This is an optimization exercise on Yosys and OpenROAD, whose aim is small area, not a production implementation. In this exercise RTL edits were held to simulation tests only and were not proved equivalent to the original. Power and IR drop assume default switching activity.

==> config.mk <==
export PLATFORM = sky130hd
export DESIGN_NAME = uart_string_loopback
export DESIGN_NICKNAME = uart_string_loopback
export VERILOG_FILES = /design/flow/design.v
export SDC_FILE = /design/flow/constraint.sdc
export NUM_CORES = 4
export LEC_CHECK = 0
export CAP_MARGIN = 20
export CORE_MARGIN = 2
export CORE_UTILIZATION = 70
export CTS_BUF_LIST = sky130_fd_sc_hd__clkbuf_4
export CTS_CLUSTER_DIAMETER = 50
export CTS_CLUSTER_SIZE = 10
export SLEW_MARGIN = 20
==> flow/run.sh <==
#!/bin/bash
# The standard layout; clock tree without dummy loads, port buffers of the
# smallest buffer, and downsizing of gates off the critical paths
export CTS_ARGS="-sink_clustering_enable -repair_clock_nets -buf_list sky130_fd_sc_hd__clkbuf_4 -sink_clustering_size 10 -sink_clustering_max_diameter 50 -dont_use_dummy_load"
export BUFFER_PORTS_ARGS="-buffer_cell sky130_fd_sc_hd__buf_1"
export RECOVER_POWER=100
bash standard.sh > standard.log 2>&1
==> standard.sh <==
#!/bin/bash
# synth_recipe.tcl (not shown) runs the flow's synth.tcl, then flattens the netlist and writes it again
# the make line also repeats each setting of config.mk as NAME=value (left out here)
make -C /OpenROAD-flow-scripts/flow DESIGN_CONFIG=/design/flow/config.mk WORK_HOME=/design/flow/orfs CLKGATE_MAP_FILE= SYNTH_SCRIPT=/design/flow/synth_recipe.tcl "${@:-finish}"
==> design.v <==
module uart_rx (
    input clk,
    input rst_n,
    input rx,
    output reg bit_out,        
    output reg [2:0] bit_idx,  
    output wire bit_ok,        
    output reg valid           
);
    localparam STATE_IDLE  = 2'd0, STATE_START = 2'd1, STATE_DATA  = 2'd2, STATE_STOP  = 2'd3;
    localparam [8:0] LFSR_END  = 9'h1ee;
    localparam [8:0] LFSR_IDLE = 9'h11c;     
    reg [1:0] state;
    reg [8:0] lfsr;
    reg rx_sync1, rx_sync2;
    always @(posedge clk or negedge rst_n) begin
        if (!rst_n) begin
            rx_sync1 <= 1'b1;
            rx_sync2 <= 1'b1;
        end else begin
            rx_sync1 <= rx;
            rx_sync2 <= rx_sync1;
        end
    end
    wire sample = (lfsr == LFSR_END);
    assign bit_ok = (state == STATE_STOP) || (state == STATE_DATA && bit_idx != 3'd7);
    always @(posedge clk or negedge rst_n) begin
        if (!rst_n) begin
            state <= STATE_IDLE;
            valid <= 1'b0;
        end else begin
            valid <= 1'b0;
            case (state)
                STATE_IDLE:  if (!rx_sync2) state <= STATE_START;
                STATE_START: if (sample) state <= rx_sync2 ? STATE_IDLE : STATE_DATA;
                STATE_DATA:  if (sample && bit_idx == 3'd6) state <= STATE_STOP;
                STATE_STOP:  if (sample) begin
                    valid <= rx_sync2;
                    state <= STATE_IDLE;
                end
            endcase
        end
    end
    always @(posedge clk) begin
        if (state == STATE_IDLE) begin
            lfsr    <= LFSR_IDLE;
            bit_idx <= 3'd7;
        end else begin
            lfsr <= {lfsr[7:0], lfsr[8] ^ lfsr[4] ^ sample};
            if (sample && state == STATE_DATA) begin
                bit_out <= rx_sync2;
                bit_idx <= bit_idx + 3'd1;
            end
        end
    end
endmodule
module uart_tx (
    input clk,
    input rst_n,
    input trigger,           
    input bit_in,
    input bit_load,
    output reg [2:0] bit_idx,
    output reg tx,
    output wire busy
);
    localparam STATE_IDLE  = 2'd0, STATE_START = 2'd1, STATE_DATA  = 2'd2, STATE_STOP  = 2'd3;
    localparam [8:0] LFSR_END  = 9'h1ee;
    localparam [8:0] LFSR_IDLE = 9'h1f7;     
    reg [1:0] state;
    reg [8:0] lfsr;
    reg next_bit;
    wire hit = (lfsr == LFSR_END);
    assign busy = (state != STATE_IDLE);
    always @(posedge clk or negedge rst_n) begin
        if (!rst_n) begin
            state <= STATE_IDLE;
            tx    <= 1'b1;
        end else begin
            case (state)
                STATE_IDLE: begin
                    tx <= 1'b1;
                    if (trigger) state <= STATE_START;
                end
                STATE_START: if (hit) begin
                    tx    <= 1'b0;
                    state <= STATE_DATA;
                end
                STATE_DATA: if (hit) begin
                    tx <= next_bit;
                    if (bit_idx == 3'd7) state <= STATE_STOP;
                end
                STATE_STOP: if (hit) begin
                    tx <= 1'b1;
                    if (bit_idx == 3'd1) state <= STATE_IDLE;
                end
            endcase
        end
    end
    always @(posedge clk) begin
        if (bit_load) next_bit <= bit_in;
        if (state == STATE_IDLE) begin
            lfsr    <= LFSR_IDLE;
            bit_idx <= 3'd7;
        end else begin
            lfsr <= {lfsr[7:0], lfsr[8] ^ lfsr[4] ^ hit};
            if (hit) bit_idx <= bit_idx + 3'd1;
        end
    end
endmodule
module uart_string_loopback (
    input  wire clk,
    input  wire rst_n,
    input  wire rx,
    output wire tx
);
reg [255:0] ring;
reg [7:0] addr;
reg [4:0] write_ptr;
reg [4:0] read_ptr;
wire rx_bit, rx_bit_ok, rx_valid;
wire [2:0] rx_idx, tx_idx;
wire tx_busy;
wire buffer_full  = (write_ptr + 5'd1 == read_ptr);
wire buffer_empty = (write_ptr == read_ptr);
wire trigger      = !tx_busy && !buffer_empty;
wire write_en = rx_bit_ok && (addr == {write_ptr, rx_idx});
wire read_en  = (addr == {read_ptr, tx_idx});
uart_rx uart_rx_inst (
    .clk(clk),
    .rst_n(rst_n),
    .rx(rx),
    .bit_out(rx_bit),
    .bit_idx(rx_idx),
    .bit_ok(rx_bit_ok),
    .valid(rx_valid)
);
uart_tx uart_tx_inst (
    .clk(clk),
    .rst_n(rst_n),
    .trigger(trigger),
    .bit_in(ring[7]),
    .bit_load(read_en),
    .bit_idx(tx_idx),
    .tx(tx),
    .busy(tx_busy)
);
always @(posedge clk)
    ring <= {ring[254:0], write_en ? rx_bit : ring[255]};
always @(posedge clk or negedge rst_n) begin
    if (!rst_n) begin
        addr      <= 8'd0;
        write_ptr <= 5'd0;
        read_ptr  <= 5'd0;
    end else begin
        addr <= addr + 8'd1;
        if (rx_valid && !buffer_full)
            write_ptr <= write_ptr + 5'd1;
        if (trigger)
            read_ptr <= read_ptr + 5'd1;
    end
end
endmodule
==> constraint.sdc <==
create_clock -name core_clock -period 20.0 [get_ports {clk}]
set_input_delay 4.0000 -clock core_clock [delete_from_list [all_inputs] [get_ports {clk}]]
set_output_delay 4.0000 -clock core_clock [all_outputs]
set_load 0.01 [all_outputs]
==> results of run 1 <==
[routing by layer]
layer / routed length (µm) / part of all wire (%) / vias to the layer above / GRT usage [%]
met5: 0 / 0 / - / 0
met4: 191 / 2.0 / 0 / 7.33
met3: 321 / 3.4 / 18 / 4.22
met2: 4170 / 44 / 45 / 25.7
met1: 4750 / 50 / 1487 / 25.4
li1: - / - / 1643 / -
[per-stage QoR]
stage               utilization, %  setup slack, ps  hold slack (ps)  area [µm²]
global placement              72.3            15350              313        7760
CTS                           74.8            14740              305        8030
global route                  74.6            14690              311        8020
finish                        74.6            14780              310        8020
floorplan                        -            15470              310        7630
detailed placement            72.3            15350              312        7760
[sequential cells by signal, summed over array words and instances (netlist names), named ones only]
signal	cells
addr	8
read_ptr	5
ring	256
uart_rx_inst.bit_idx	3
uart_rx_inst.bit_out	1
uart_rx_inst.lfsr	9
uart_rx_inst.rx_sync1	1
uart_rx_inst.rx_sync2	1
uart_rx_inst.state	1
uart_rx_inst.valid	1
uart_tx_inst.bit_idx	3
uart_tx_inst.lfsr	9
uart_tx_inst.next_bit	1
uart_tx_inst.state	2
uart_tx_inst.tx	1
write_ptr	5
[path summary, 6_finish.rpt]
| check | slack [ps] | to | startpoint |
|---|---|---|---|
| min in group asynchronous | 3840 | addr[7] | rst_n |
| hold / removal | 310 | ring[65] | ring[64] |
| setup reg to reg | 17780 | write_ptr[1] | write_ptr[0] |
| setup / recovery | 14780 | tx | uart_tx_inst.tx |
| hold reg to reg | 310 | ring[65] | ring[64] |
| max in group asynchronous | 15340 | addr[0] | rst_n |
[area by class of cell]
| type | count | area [µm²] |
|---|---|---|
| multi-input combinational | 162 | 1190 |
| inverter | 11 | 41.3 |
| fill | 664 | 2730 |
| sequential | 308 | 6320 |
| antenna | 1 | 2.50 |
| clock buffer | 36 | 270 |
| timing repair buffer | 4 | 15.0 |
| tap | 140 | 175 |
[cell usage after synthesis (2+ instances only)]
cell type | n | area share, %
nand4b_1 | 6 | 0.69
clkbuf_1 | 5 | 0.25
a31oi_1 | 2 | 0.16
dfxtp_1 | 280 | 73
ha_1 | 13 | 2.1
nand4_1 | 5 | 0.41
nand2_1 | 13 | 0.64
a211oi_1 | 2 | 0.20
xor2_1 | 14 | 1.6
nand3_1 | 7 | 0.46
edfxtp_1 | 2 | 0.79
o21ai_0 | 6 | 0.39
xor2_2 | 2 | 0.43
nor3_1 | 3 | 0.20
dfstp_2 | 3 | 1.0
or2_2 | 12 | 0.98
a211o_1 | 4 | 0.46
and3_1 | 2 | 0.16
xnor2_1 | 21 | 2.4
nor4_1 | 2 | 0.16
inv_1 | 11 | 0.54
buf_4 | 3 | 0.30
mux2_1 | 4 | 0.59
nor2b_1 | 7 | 0.57
nor2_1 | 14 | 0.69
dfrtp_1 | 23 | 7.5
a21oi_1 | 3 | 0.20
nand2b_1 | 3 | 0.25
[where the power goes]
group / internal [mW] / switching [mW] / leakage [nW] / total, mW
Combinational: 0.000166 / 0.00105 / 0.552 / 0.00122
Clock: 0.0838 / 0.167 / 0.166 / 0.250
Sequential: 0.614 / 0.000157 / 2.61 / 0.615
[cells in the final DEF, fill, tap and decap left out, drive strengths merged, types with 7 or more instances in the layout]
cell,instances
nand2,13
nor2b,7
inv,11
o21ai,7
clkbuf,37
or2,13
nor2,14
dfxtp,280
nand3,7
xor2,16
dfrtp,23
xnor2,21
ha,13
[kinds of logic after synthesis]
kind of cell,Yosys count
xor+xnor,37
mux,7
compound gates,26
fa+ha+maj,13
buf+inv,21
flops,308
simple gates,79
==> metrics.md, run 1 <==
| Metric | Value |
|---|---|
| Status | timing/DRC/antenna clean |
| Final Max Slew Viols | 0 |
| Flops & latches, synth | approximately 300 |
| Syn Nets | just over 500 |
| Max Freq | 192 MHz |
| TritonRoute pass-1 iters | 4 |
| Tot Pwr | 0.866 mW |
| Initial antenna violation count | 1 |
| Final hold violations | 0 |
| Final setup fails | 0 |
| Starting Density | 71.0% |
| Drt first-iter violations | roughly 140 |
| CP Class | register to output pin |
| Worst path slowest cell | dfstp_2 |
| Complex-gate fraction of the synthesized area | approximately 2.4% |
| Slew headroom | between 8 and 9% |
| Kind of cell adding the most delay to the critical path | flip-flops |
| Inst Count DP | between 600 and 700 |
| Clock Sinks | 308 |
| Post-synthesis mux area share | approximately 1.1% |
| Core Footprint | 10700 µm² |
| Root Buffer | clkbuf_4 |
| Site row count | 38 |
| Layout overhead on the synthesized area | 5.13% |
| Final Skew | roughly 35 ps |
| Hpwl dp | approximately 5600 µm |
| Total track usage | between 10% and 20% |
| Largest net degree at the start of global routing | 27 |
| Post-CTS sizing | 0 |
| DRT antenna net count | 0 |
| Leakage | about 3.3 nW |
| Die Y | roughly 110 µm |
| First-pass GRT wire length | ~16000 µm |
| Worst hold path depth | 0 |
| Post-synthesis cell count | approximately 500 |
| Post-Synth Simple-Gate Area | under 10% |
| Post-Layout Cell Count | ~660 |
| Skew-Pair Late Insertion Delay | about 560 ps |
| RSZ-0062 raised after global routing | no |
| Final TNS setup | 0 ps |
| Drt wl/cell | 14.2 µm |
| Critical Path RT | about 16000 ps |
| Min Tclk post-route | 5220 ps |
| Syn Area/Cell | between 15 and 20 µm² |
| H-tree Lvls | 2 |
| VDD IR max | approximately 0.000075 V |
| Power Dens Cells | approximately 110 nW/µm² |
| R2R cell count | 6 |
| Synth Area in Adders | between 2 and 2.5% |
| Worst Tran Pin Value | approximately 1400 ps |
| Synth Warn # | 3 |
| Buf+Inv Stages, Crit Path | 1 |
| Setup bufs post-CTS | 0 |
| Crit-path max FO | 2 |
| Post-synthesis sequential area ratio | between 80 and 90% |
| Vias in the first global route | 3298 |
| Slowest cell delay on critical path | about 540 ps |
| GPL Wtd Cong | approximately 0.73 |
| Die Span X | 108 µm |
| Crit. End Element | output pin |
| Drc violations | 0 |
| CP Depth | 1 |
| Clk buf depth | 3 |
| Total number of vias | around 3200 |
| Layout cell share with drive strength beyond 1 | around a tenth |
| Ys async rst share | between 8 and 9% |
| Xor/xnor share of the synthesized area | 4.45% |
| Hold buffers post-CTS | 0 |
| Die area | around 12000 µm² |
| Layout net count | 539 |
| Largest family of logic cells by synthesized area | simple AND/OR/NAND/NOR gates |
| Via-to-Cell Ratio | 4.82 |
| CTS buffer count | 36 |
| Clock transition at path regs | ~110 ps |
| Post-synth cell types | 47 |
| Arr. time, crit path | 1220 ps |
| Synthesized area | roughly 7600 µm² |
| TritonCTS clock tree | yes |
| Ports | 4 |
| IO buf count | 3 |
| Worst setup SP type | register |
| Final worst-path cycle share | 26.1% |
| GRT overflow | 0 |
| Crit path cell chain | buf_1 |
| Worst Hold Class | register to register |
| Max Cap Viol | 0 |
| Most used DFF post-synth | dfxtp_1 |
| Post-synth EDFFs | 2 |
| Final WL | ~9400 µm |
==> run 2, diff against run 1 <==
==> flow/run.sh (replaced) <==
#!/bin/bash
# The standard layout, with clock tree synthesis told not to add dummy loads
export CTS_ARGS="-sink_clustering_enable -repair_clock_nets -buf_list sky130_fd_sc_hd__clkbuf_4 -sink_clustering_size 10 -sink_clustering_max_diameter 50 -dont_use_dummy_load"
bash standard.sh > standard.log 2>&1
--- a/config.mk
+++ b/config.mk
@@ -7,7 +7,7 @@
 export LEC_CHECK = 0
 export CAP_MARGIN = 20
 export CORE_MARGIN = 2
-export CORE_UTILIZATION = 70
+export CORE_UTILIZATION = 60
 export CTS_BUF_LIST = sky130_fd_sc_hd__clkbuf_4
 export CTS_CLUSTER_DIAMETER = 50
 export CTS_CLUSTER_SIZE = 10
==> run 2 against run 1 <==
Non-clock buffer count stayed put. Critical path depth stayed put. Core utilization is 9.9 points lower.
==> metrics.md, run 2 <==
| Metric | Value |
|---|---|
| Status | timing/DRC/antenna clean |
| Hpwl dp | 4830 µm (-14%) |
| ANT cells | 0 (-1) |
| Starting Density | 60.9% (-10 points) |
| Site row count | 41 (+7.9%) |
| Worst path slowest cell | dfstp_2 |
| Die Span X | 117 µm (+7.7%) |
| Initial antenna violation count | 0 (-1) |
| Layout overhead on the synthesized area | 6.20% |
| Drt first-iter violations | 111 (-18%) |
| Clock power share | 29.0% (about the same) |
| Commonest non-fill, non-tap cell in the layout | dfxtp_1 |
| Synth top area cells | dfxtp_1, dfrtp_1, xnor2_1 |
| Slew headroom | 64.1% (+56 points) |
| Final worst-path cycle share | 28.1% (+2.0 points) |
| Most used DFF post-synth | dfxtp_1 |
| TritonCTS clock tree | yes |
| Vias in the first global route | 3129 (-5.1%) |
| GPL Wtd Cong | 0.790 (+8.3%) |
| Clk buf depth | 3 (unchanged) |
| Min Tclk post-route | 5620 ps (+403 ps) |
| Worst Hold Class | register to register |
| Post-Synth Simple-Gate Area | 5.84% (unchanged) |
| Util after Layout | 64.7% (-9.9 points) |
| Ys async rst share | 8.44% (unchanged) |
| Syn Nets | 507 (unchanged) |
| Combinational power share | 0.2% (about the same) |
| Final hold violations | 0 (unchanged) |
| Drc violations | 0 (unchanged) |
| Complex-gate fraction of the synthesized area | 2.36% (unchanged) |
| Layout cell share with drive strength beyond 1 | 11.5% (+1.1 points) |
| First-pass GRT wire length | 14900 µm (-6.9%) |
| Worst Tran Pin Value | 538 ps (-838 ps) |
| Synth Warn # | 3 (unchanged) |
| Post-CTS sizing | 0 (unchanged) |
| VDD IR max | 0.0000675 V (-10%) |
| Synth Area in Adders | 2.13% (unchanged) |
| CP Class | register to output pin |
| Net Switching | 0.167 mW (-0.31%) |
| Setup bufs post-CTS | 0 (unchanged) |
| Die area | 13600 µm² (+16%) |
| Sw frac | 19.3% (-0.10 points) |
| Post-synth EDFFs | 2 (unchanged) |
| DRT antenna net count | 0 (unchanged) |
| Die Y | 117 µm (+7.7%) |
| Synthesized area | 7630 µm² (unchanged) |
| Fillers | 965 (+45%) |
| Buf+Inv Stages, Crit Path | 1 (unchanged) |
| Final setup fails | 0 (unchanged) |
| Syn Area/Cell | 15.5 µm² (unchanged) |
| IO buf count | 3 (unchanged) |
| Tot Pwr | 0.868 mW (+0.22%) |
| GRT overflow | 0 (unchanged) |
| Crit. End Element | output pin |
| Post-synthesis cell count | 491 (unchanged) |
| Flops & latches, synth | 308 (unchanged) |
| Most frequent cells in the layout | dfxtp_1, clkbuf_4, dfrtp_1, xnor2_1 |
| Final WL | 8650 µm (-8.3%) |
| H-tree Lvls | 2 (unchanged) |
| P_int | 0.701 mW (+0.34%) |
| Clock transition at path regs | 100 ps (about the same) |
| Final Max Slew Viols | 0 (unchanged) |
| Hold buffers post-CTS | 0 (unchanged) |
| Final TNS setup | 0 ps (unchanged) |
| Total number of vias | 3237 (+1.4%) |
| Skew-Pair Late Insertion Delay | 590 ps (+30 ps) |
| Crit path cell chain | clkdlybuf4s50_1 |
| Final WS setup | 14380 ps (-403 ps) |
| Via-to-Cell Ratio | 4.66 (-3.3%) |
| Power Dens Cells | 107 nW/µm² (-0.79%) |
| Kind of cell adding the most delay to the critical path | flip-flops |
| Post-synthesis sequential area ratio | 82.9% (unchanged) |
| Final Skew | 41.5 ps (+6.34 ps) |
| Ports | 4 (unchanged) |
| WHS | 295 ps (-14.6 ps) |
| Leakage | 3.35 nW (+0.67%) |
| Max reg flops | 256 (unchanged) |
| Largest regs | ring x256, uart_rx_inst.lfsr x9, uart_tx_inst.lfsr x9 |
| Count leader, synth | dfxtp_1 |
| Largest net degree at the start of global routing | 27 (unchanged) |
| Core Footprint | 12500 µm² (+16%) |
| Post-synth cell types | 47 (unchanged) |
| TritonRoute pass-1 iters | 4 (unchanged) |
| Top cell type's share of synthesized area | 73.5% (unchanged) |
| Critical Path RT | 16000 ps (about the same) |
| RSZ-0062 raised after global routing | no |
| Largest family of logic cells by synthesized area | simple AND/OR/NAND/NOR gates |
| Max Cap Viol | 0 (unchanged) |
| Synth top cells by count | dfxtp_1, dfrtp_1, xnor2_1, nor2_1, xor2_1 |
| Synth area leader | dfxtp_1 |
| Root Buffer | clkbuf_4 |
| Biggest register | ring |
| Sequential share of power | 70.8% (about the same) |
| Worst setup SP type | register |
| Crit-path max FO | 2 (unchanged) |
| Layout net count | 540 (+0.19%) |
| CTS buffer count | 37 (+2.8%) |
| Total track usage | 14.2% (-3.3 points) |
| Xor/xnor share of the synthesized area | 4.45% (unchanged) |
| Post-synthesis mux area share | 1.07% (unchanged) |
| Slowest cell delay on critical path | 540 ps (about the same) |
| Pre-CTS WS | 14970 ps (-383 ps) |
| Clock Sinks | 308 (unchanged) |
| Drt wl/cell | 12.5 µm (-13%) |
| Max Freq | 178 MHz (-7.2%) |
| Arr. time, crit path | 1620 ps (+400 ps) |
[run 2: cell counts after synthesis]
Identical to the previous run, type by type.
[run 2: through the flow]
| stage | area, µm² | instances |
|---|---|---|
| after global placement | 7820 | 657 |
| after detailed placement | 7820 | 657 |
| final | 8100 | 694 |
| after CTS | 8100 | 694 |
| after floorplan | 7630 | 491 |
| after global routing | 8100 | 694 |
[run 2: path summary, 6_finish.rpt]
kind	depth (start not counted)	to	slack, ps	startpoint
max	1	tx	14380	uart_tx_inst.tx
min	0	ring[90]	300	ring[89]
max reg2reg	6	write_ptr[1]	17950	write_ptr[0]
min reg2reg	0	ring[90]	300	ring[89]
max in group asynchronous	2	uart_rx_inst.rx_sync1	15920	rst_n
min in group asynchronous	2	addr[4]	3790	rst_n
[run 2: kinds of logic after synthesis]
kind of cell | after synthesis
xor gates and xnor gates | 37
muxes | 7
adders and majority gates | 13
AOI/OAI and AO/OA | 26
buffers and inverters | 21
DFF | 308
and+or+nand+nor | 79
[run 2: final cells by class]
class                      instances  area [µm²]  share of cell area [%]
sequential                       308        6320                    78.0
clock buffer                      37         278                    3.43
multi-input combinational        162        1210                    14.9
tap                              172         215                    2.66
inverter                          11        41.3                   0.510
timing repair buffer               4        37.5                   0.463
[run 2: power by group through the flow]
stage / Combinational, mW / Sequential, mW / Clock [mW]
after global routing: 0.00185 / 0.615 / 0.295
after floorplan: 0.0000637 / 0.629 / 0
final: 0.00154 / 0.615 / 0.252
after detailed placement: 0.00167 / 0.629 / 0
after global placement: 0.00165 / 0.629 / 0
after CTS: 0.00167 / 0.615 / 0.266
[run 2: layer usage]
layer	share of wire, %	GRT usage (%)	routed length, µm	up-vias
li1	-	-	-	1646
met1	54	20.8	4660	1527
met2	39	18.4	3390	45
met3	4.0	4.62	344	19
met4	2.9	8.24	255	0
met5	0	0	0	-
==> run 3, diff against run 2 <==
==> run.sh (new file) <==
#!/bin/bash
# synth_recipe.tcl (not shown) runs the flow's synth.tcl, then flattens the netlist and writes it again
# the make line also repeats each setting of config.mk as NAME=value (left out here)
make -C /OpenROAD-flow-scripts/flow DESIGN_CONFIG=/design/flow/config.mk WORK_HOME=/design/flow/orfs CLKGATE_MAP_FILE= SYNTH_SCRIPT=/design/flow/synth_recipe.tcl finish
removed: flow/run.sh
removed: standard.sh
==> run 3 against run 2 <==
Still clean. Via count up 0.59%. Register-to-register slack about the same. Non-clock buffer count unchanged. Core utilization up 0.67 points. Critical path depth unchanged. Design area up 1.0%. Clock skew down 20 ps. Highest routed layer unchanged.
==> metrics.md, run 3 <==
| Metric | Value |
|---|---|
| Status | timing/DRC/antenna clean |
| Hpwl dp | 4830 µm (unchanged) |
| Synth top area cells | dfxtp_1, dfrtp_1, xnor2_1 |
| Final setup fails | 0 (unchanged) |
| TritonRoute pass-1 iters | 4 (unchanged) |
| Vias in the first global route | 3172 (+1.4%) |
| R2R cell count | 5 (-1) |
| Post-synthesis cell count | 491 (unchanged) |
| Total track usage | 14.3% (+0.11 points) |
| RSZ-0062 raised after global routing | no |
| GRT overflow | 0 (unchanged) |
| GPL Wtd Cong | 0.790 (unchanged) |
| IO buf count | 3 (unchanged) |
| Ys async rst share | 8.44% (unchanged) |
| First-pass GRT wire length | 15000 µm (+0.79%) |
| Initial antenna violation count | 0 (unchanged) |
| Max Freq | 176 MHz (-0.81%) |
| Crit path cell chain | clkdlybuf4s50_1 |
| Clock transition at path regs | 110 ps (about the same) |
| Die Y | 117 µm (unchanged) |
| Crit. End Element | output pin |
| Critical Path Sink | tx |
| Syn Nets | 507 (unchanged) |
| Layout net count | 540 (unchanged) |
| Biggest register | ring |
| ANT cells | 0 (unchanged) |
| Total number of vias | 3256 (+0.59%) |
| Largest regs | ring x256, uart_rx_inst.lfsr x9, uart_tx_inst.lfsr x9 |
| Final TNS setup | 0 ps (unchanged) |
| Grt met2 use | 18.5% (+0.12 points) |
| R2r setup slk | 17940 ps (about the same) |
| TritonCTS clock tree | yes |
| Final WL | 8670 µm (+0.30%) |
| Crit Reg-Reg Startpoint | write_ptr[2] |
| Power Dens Cells | 110 nW/µm² (+2.6%) |
| Max reg flops | 256 (unchanged) |
| Final hold violations | 0 (unchanged) |
| CTS buffer count | 37 (unchanged) |
| Slew headroom | 65.0% (+0.85 points) |
| Synth area leader | dfxtp_1 |
| DRT antenna net count | 0 (unchanged) |
| VDD IR max | 0.0000748 V (+11%) |
| CP Class | register to output pin |
| Post-synth cell types | 47 (unchanged) |
| Starting Density | 60.9% (unchanged) |
| Synthesized area | 7630 µm² (unchanged) |
| Util after Layout | 65.4% (+0.67 points) |
| Top cell type's share of synthesized area | 73.5% (unchanged) |
| Max Cap Viol | 0 (unchanged) |
| CP Depth | 1 (unchanged) |
| Post-synth EDFFs | 2 (unchanged) |
| Syn Area/Cell | 15.5 µm² (unchanged) |
| Fillers | 955 (-1.0%) |
| Worst Tran Pin Value | 521 ps (-17.1 ps) |
| Final Max Slew Viols | 0 (unchanged) |
| Via-to-Cell Ratio | 4.63 (-0.70%) |
| Buf+Inv Stages, Crit Path | 1 (unchanged) |
| Root Buffer | clkbuf_4 |
| Setup bufs post-CTS | 0 (unchanged) |
| Met1 Track Usage GR | 20.8% (+0.035 points) |
| Worst setup SP type | register |
| Worst Hold Class | register to register |
| Final Skew | 21.0 ps (-20.5 ps) |
| Site row count | 41 (unchanged) |
| Global-route track usage on met3 | 4.62% (unchanged) |
| Hold buffers post-CTS | 0 (unchanged) |
| Die Span X | 117 µm (unchanged) |
| Arr. time, crit path | 1670 ps (+50 ps) |
| Ports | 4 (unchanged) |
| Busiest grt layer | met1 |
| Synth Warn # | 3 (unchanged) |
| Post-CTS sizing | 0 (unchanged) |
| Kind of cell adding the most delay to the critical path | flip-flops |
| Critical path launch point | uart_tx_inst.tx |
| Post-synthesis sequential area ratio | 82.9% (unchanged) |
| Worst path slowest cell | dfstp_2 |
| Crit-path max FO | 2 (unchanged) |
| Drt wl/cell | 12.3 µm (-0.98%) |
| Final worst-path cycle share | 28.3% (+0.23 points) |
| Critical Path RT | 16000 ps (about the same) |
| Synth top cells by count | dfxtp_1, dfrtp_1, xnor2_1, nor2_1, xor2_1 |
| Drt first-iter violations | 105 (-5.4%) |
| Leakage | 3.39 nW (+1.3%) |
| Skew-Pair Late Insertion Delay | 610 ps (+20 ps) |
| Layout overhead on the synthesized area | 7.30% |
| Count leader, synth | dfxtp_1 |
| Min Tclk post-route | 5670 ps (+45.8 ps) |
| Flops & latches, synth | 308 (unchanged) |
| Layout cell share with drive strength beyond 1 | 12.8% (+1.3 points) |
| Clk buf depth | 3 (unchanged) |
| Worst r2r dst | uart_tx_inst.state[1] |
| Commonest non-fill, non-tap cell in the layout | dfxtp_1 |
| Largest net degree at the start of global routing | 27 (unchanged) |
| Clock Sinks | 308 (unchanged) |
| Drc violations | 0 (unchanged) |
| Core Footprint | 12500 µm² (unchanged) |
| H-tree Lvls | 2 (unchanged) |
| Most used DFF post-synth | dfxtp_1 |
| Slowest cell delay on critical path | 540 ps (about the same) |
| Die area | 13600 µm² (unchanged) |
| Most frequent cells in the layout | dfxtp_1, clkbuf_4, dfrtp_1, xnor2_1 |
==> run 3: how the worst min path moves through the flow <==
stage | from | endpoint | cells after the start
after floorplan | ring[99] | ring[100] | 0
after global placement | ring[65] | ring[66] | 0
after detailed placement | ring[141] | ring[142] | 0
after CTS | ring[246] | ring[247] | 0
after global routing | ring[76] | ring[77] | 0
final | ring[235] | ring[236] | 0
==> run 3: where the power goes <==
group	leakage, nW	switching (mW)	internal (mW)
Sequential	2.61	0.000178	0.614
Combinational	0.569	0.00104	0.000509
Clock	0.213	0.174	0.110
Total	3.39	0.176	0.725
==> run 3: layout make-up <==
type / count / area, µm² / share of cell area, %
flip-flops and latches: 308 / 6320 / 77.2
multi-input cells: 162 / 1210 / 14.8
clock buffers: 41 / 308 / 3.76
well taps: 172 / 215 / 2.63
clock inverters: 5 / 53.8 / 0.657
inverters: 11 / 41.3 / 0.505
repair buffers: 4 / 37.5 / 0.459
==> run 3: kinds of logic after synthesis <==
group | after synthesis | synth area share (%)
adders and majority gates | 13 | 2.13
buffers and inverters | 21 | 1.30
DFF | 308 | 82.9
and+or+nand+nor | 79 | 5.84
AOI/OAI and AO/OA | 26 | 2.36
xor gates and xnor gates | 37 | 4.45
muxes | 7 | 1.07
==> run 3: layer usage <==
| layer | wire length (µm) | up-vias |
|---|---|---|
| li1 | - | 1656 |
| met1 | 4690 | 1534 |
| met2 | 3360 | 41 |
| met3 | 302 | 25 |
| met4 | 324 | 0 |
| met5 | 0 | - |
==> run 3: metrics by stage <==
step	power (mW)	setup slack, ps	cell area [µm²]	instances	hold slack, ps
after floorplan	0.629	15470	7630	491	310
after global placement	0.630	14970	7820	657	312
after detailed placement	0.630	14970	7820	657	312
after CTS	0.914	14270	8180	703	325
after global routing	0.945	14240	8180	703	328
final	0.900	14330	8180	703	318
==> run 4, diff against run 3 <==
==> flow/run.sh (new file) <==
#!/bin/bash
# The standard layout; clock tree without dummy loads, port buffers of the
# smallest buffer, and downsizing of gates off the critical paths
export CTS_ARGS="-sink_clustering_enable -repair_clock_nets -buf_list sky130_fd_sc_hd__clkbuf_8 -sink_clustering_size 18 -sink_clustering_max_diameter 60 -dont_use_dummy_load"
export BUFFER_PORTS_ARGS="-buffer_cell sky130_fd_sc_hd__buf_1"
export RECOVER_POWER=100
bash standard.sh > standard.log 2>&1
==> standard.sh (new file) <==
#!/bin/bash
# synth_recipe.tcl (not shown) runs the flow's synth.tcl, then flattens the netlist and writes it again
# the make line also repeats each setting of config.mk as NAME=value (left out here)
make -C /OpenROAD-flow-scripts/flow DESIGN_CONFIG=/design/flow/config.mk WORK_HOME=/design/flow/orfs CLKGATE_MAP_FILE= SYNTH_SCRIPT=/design/flow/synth_recipe.tcl "${@:-finish}"
--- a/config.mk
+++ b/config.mk
@@ -7,7 +7,7 @@
 export LEC_CHECK = 0
 export CAP_MARGIN = 20
 export CORE_MARGIN = 2
-export CORE_UTILIZATION = 60
+export CORE_UTILIZATION = 70
 export CTS_BUF_LIST = sky130_fd_sc_hd__clkbuf_4
 export CTS_CLUSTER_DIAMETER = 50
 export CTS_CLUSTER_SIZE = 10
removed: run.sh
==> run 4 against run 3 <==
Sequential share of layout area is 1.4 points higher. Synthesized cell count stayed put. Largest power group unchanged. Die area shrank 14%. First-iteration DRC count is 37% higher. Area after synthesis is the same. Clock skew increased by 22 ps. Setup slack improved by 510 ps. Sequential power is essentially flat.
==> metrics.md, run 4 <==
| Metric | Value |
|---|---|
| Status | timing/DRC/antenna clean |
| Via-to-Cell Ratio | 4.85 (+4.7%) |
| Leakage | 3.31 nW (-2.3%) |
| Die area | 11700 µm² (-14%) |
| ANT cells | 0 (unchanged) |
| Crit. End Element | output pin |
| RSZ-0062 raised after global routing | no |
| Commonest non-fill, non-tap cell in the layout | dfxtp_1 |
| Skew-Pair Late Insertion Delay | 510 ps (-100 ps) |
| Arr. time, crit path | 1160 ps (-510 ps) |
| Starting Density | 71.0% (+10 points) |
| Post-synthesis sequential area ratio | 82.9% (unchanged) |
| TritonCTS clock tree | yes |
| Util after Layout | 74.8% (+9.4 points) |
| Syn Area/Cell | 15.5 µm² (unchanged) |
| Met2 wire length | 4150 µm (+24%) |
| VDD IR max | 0.000113 V (+52%) |
| Largest regs | ring x256, uart_rx_inst.lfsr x9, uart_tx_inst.lfsr x9 |
| Final worst-path cycle share | 25.8% (-2.5 points) |
| Final hold violations | 0 (unchanged) |
| CTS buffer count | 21 (-43%) |
| Largest net degree at the start of global routing | 27 (unchanged) |
| Top cell type's share of synthesized area | 73.5% (unchanged) |
| Highest Signal Layer | met4 |
| GPL Wtd Cong | 0.729 (-7.7%) |
| Tot Pwr | 0.874 mW (-2.9%) |
| Inst Count DP | 625 (-4.9%) |
| Final WL | 9350 µm (+7.7%) |
| First-pass GRT wire length | 15600 µm (+4.0%) |
| IO buf count | 3 (unchanged) |
| Buf+Inv Stages, Crit Path | 1 (unchanged) |
| Layout net count | 524 (-3.0%) |
| Final WS setup | 14840 ps (+508 ps) |
| Drc violations | 0 (unchanged) |
| Post-CTS sizing | 0 (unchanged) |
| Setup bufs post-CTS | 0 (unchanged) |
| Synth top area cells | dfxtp_1, dfrtp_1, xnor2_1 |
| Synth top cells by count | dfxtp_1, dfrtp_1, xnor2_1, nor2_1, xor2_1 |
| Slew headroom | 7.35% (-58 points) |
| Worst Hold Class | register to register |
| DRT antenna net count | 0 (unchanged) |
| Crit path cell chain | buf_1 |
| Power Dens Cells | 109 nW/µm² (-1.1%) |
| Drt first-iter violations | 144 (+37%) |
| Root Buffer | clkbuf_8 |
| Hold buffers post-CTS | 0 (unchanged) |
| Initial antenna violation count | 0 (unchanged) |
| Hpwl dp | 5610 µm (+16%) |
| Drt wl/cell | 14.5 µm (+17%) |
| Worst Tran Pin Value | 1390 ps (+869 ps) |
| H-tree Lvls | 1 (-1) |
| WHS | 311 ps (-7.42 ps) |
| Most used DFF post-synth | dfxtp_1 |
| Final TNS setup | 0 ps (unchanged) |
| Clock Sinks | 308 (unchanged) |
| Layout cell share with drive strength beyond 1 | 7.71% (-5.1 points) |
| Clock transition at path regs | 90 ps (-20 ps) |
| Worst setup SP type | register |
| Synth Warn # | 3 (unchanged) |
| Critical Path RT | 16000 ps (about the same) |
| Final Max Slew Viols | 0 (unchanged) |
| GRT overflow | 0 (unchanged) |
| Core Footprint | 10700 µm² (-14%) |
| Metal-1 WL | 4680 µm (-0.30%) |
| Total number of vias | 3133 (-3.8%) |
| Wire length on met3 | 271 µm (-10%) |
| Layout overhead on the synthesized area | 5.35% |
| Synth area leader | dfxtp_1 |
| Post-synth cell types | 47 (unchanged) |
| CP Class | register to output pin |
| Post-synth EDFFs | 2 (unchanged) |
| Die Span X | 108 µm (-7.2%) |
| Biggest register | ring |
| Crit-path max FO | 2 (unchanged) |
| Pre-CTS WS | 15350 ps (+383 ps) |
| Syn Nets | 507 (unchanged) |
| Max reg flops | 256 (unchanged) |
| Placed cell area | 7760 µm² (-0.75%) |
| Post-synthesis cell count | 491 (unchanged) |
| Vias in the first global route | 3171 (-0.032%) |
| TritonRoute pass-1 iters | 4 (unchanged) |
| Total track usage | 17.0% (+2.7 points) |
| Count leader, synth | dfxtp_1 |
| Ports | 4 (unchanged) |
| Final instance area | 8040 µm² (-1.8%) |
| Final Skew | 42.8 ps (+21.8 ps) |
| Clk buf depth | 3 (unchanged) |
| Site row count | 38 (-7.3%) |
| Synthesized area | 7630 µm² (unchanged) |
| Flops & latches, synth | 308 (unchanged) |
| Kind of cell adding the most delay to the critical path | flip-flops |
| Max Cap Viol | 0 (unchanged) |
| Post-Layout Cell Count | 646 (-8.1%) |
| Max Freq | 194 MHz (+9.8%) |
| Slowest cell delay on critical path | 540 ps (about the same) |
| Min Tclk post-route | 5160 ps (-508 ps) |
| Worst path slowest cell | dfstp_2 |
| Ys async rst share | 8.44% (unchanged) |
| Die Y | 108 µm (-7.2%) |
| Most frequent cells in the layout | dfxtp_1, dfrtp_1, xnor2_1, clkbuf_8 |
| Final setup fails | 0 (unchanged) |
run 4: cell types whose count changed in the layout (fill, tap and decap cells not counted), sizes merged:
cell,before,now
bufinv,1,0
clkdlybuf4s50,3,0
inv,12,11
clkinvlp,1,0
clkinv,2,0
clkbuf,41,22
buf,1,3
run 4: worst paths after layout:
kind	startpoint	to	slack, ps	cells after the start
max	uart_tx_inst.tx	tx	14840	1
min	ring[143]	ring[144]	310	0
max reg2reg	write_ptr[0]	write_ptr[1]	17750	6
min reg2reg	ring[143]	ring[144]	310	0
max in group asynchronous	rst_n	write_ptr[3]	15270	2
min in group asynchronous	rst_n	addr[0]	3870	2
run 4: kinds of logic after synthesis:
| group | count (synthesis) | synth area share (%) |
|---|---|---|
| flops | 308 | 82.9 |
| mux | 7 | 1.07 |
| xor+xnor | 37 | 4.45 |
| simple gates | 79 | 5.84 |
| compound gates | 26 | 2.36 |
| fa+ha+maj | 13 | 2.13 |
| buf+inv | 21 | 1.30 |
run 4: area by class of cell:
type / count / area [µm²]
Fill cell: 659 / 2710
Clock buffer: 21 / 289
Inverter: 11 / 41.3
Timing Repair Buffer: 4 / 15.0
Multi-Input combinational cell: 162 / 1190
Sequential cell: 308 / 6320
Tap cell: 140 / 175
run 4: report_power, final:
part	total [mW]	switching, mW	internal (mW)
logic	0.00123	0.00106	0.000166
registers	0.615	0.000162	0.614
clock network	0.258	0.163	0.0948
run 4: routing by layer:
metal / global-route usage (%) / vias up
met4: 5.49 / 0
met2: 26.0 / 34
met3: 3.01 / 21
met1: 25.0 / 1483
li1: - / 1595
met5: 0 / -

static timing again, ports no longer ideal:
In the flow no input, the clock included, has a driving cell. The finished layouts below were timed again as built, in two steps. Step 1 sets driving cells, clkbuf_16 on the clock port and buf_2 on the other inputs (assumed; they add their load-dependent delay and slew). Step 2 also shifts input and output timing later by t, the mid clock arrival at the registers, as if the neighbouring blocks saw the same clock. Slacks: ideal ports / drivers / drivers and shift; pairs: ideal ports / drivers.
run | shift t [ns] | setup slack, ns | hold slack, ns | clock arrival spread, ns | cell pins on the clock port's net
run 1 | 0.580 | 14.780 / 14.744 / 14.773 | 0.310 / 0.310 / 0.310 | 0.047 / 0.047 | 1
run 2 | 0.610 | 14.378 / 14.345 / 14.955 | 0.295 / 0.295 / 0.295 | 0.062 / 0.062 | 1
run 3 | 0.632 | 14.332 / 14.299 / 14.931 | 0.318 / 0.318 / 0.318 | 0.028 / 0.028 | 1
run 4 | 0.523 | 14.839 / 14.806 / 14.754 | 0.311 / 0.311 / 0.311 | 0.044 / 0.044 | 1
After both steps setup and hold are still met in every run listed. For run 4, which loses most, drivers alone change the setup slack by -0.033 ns; drivers and shift together by -0.085 ns. The worst setup slack also covers recovery checks on asynchronous resets.
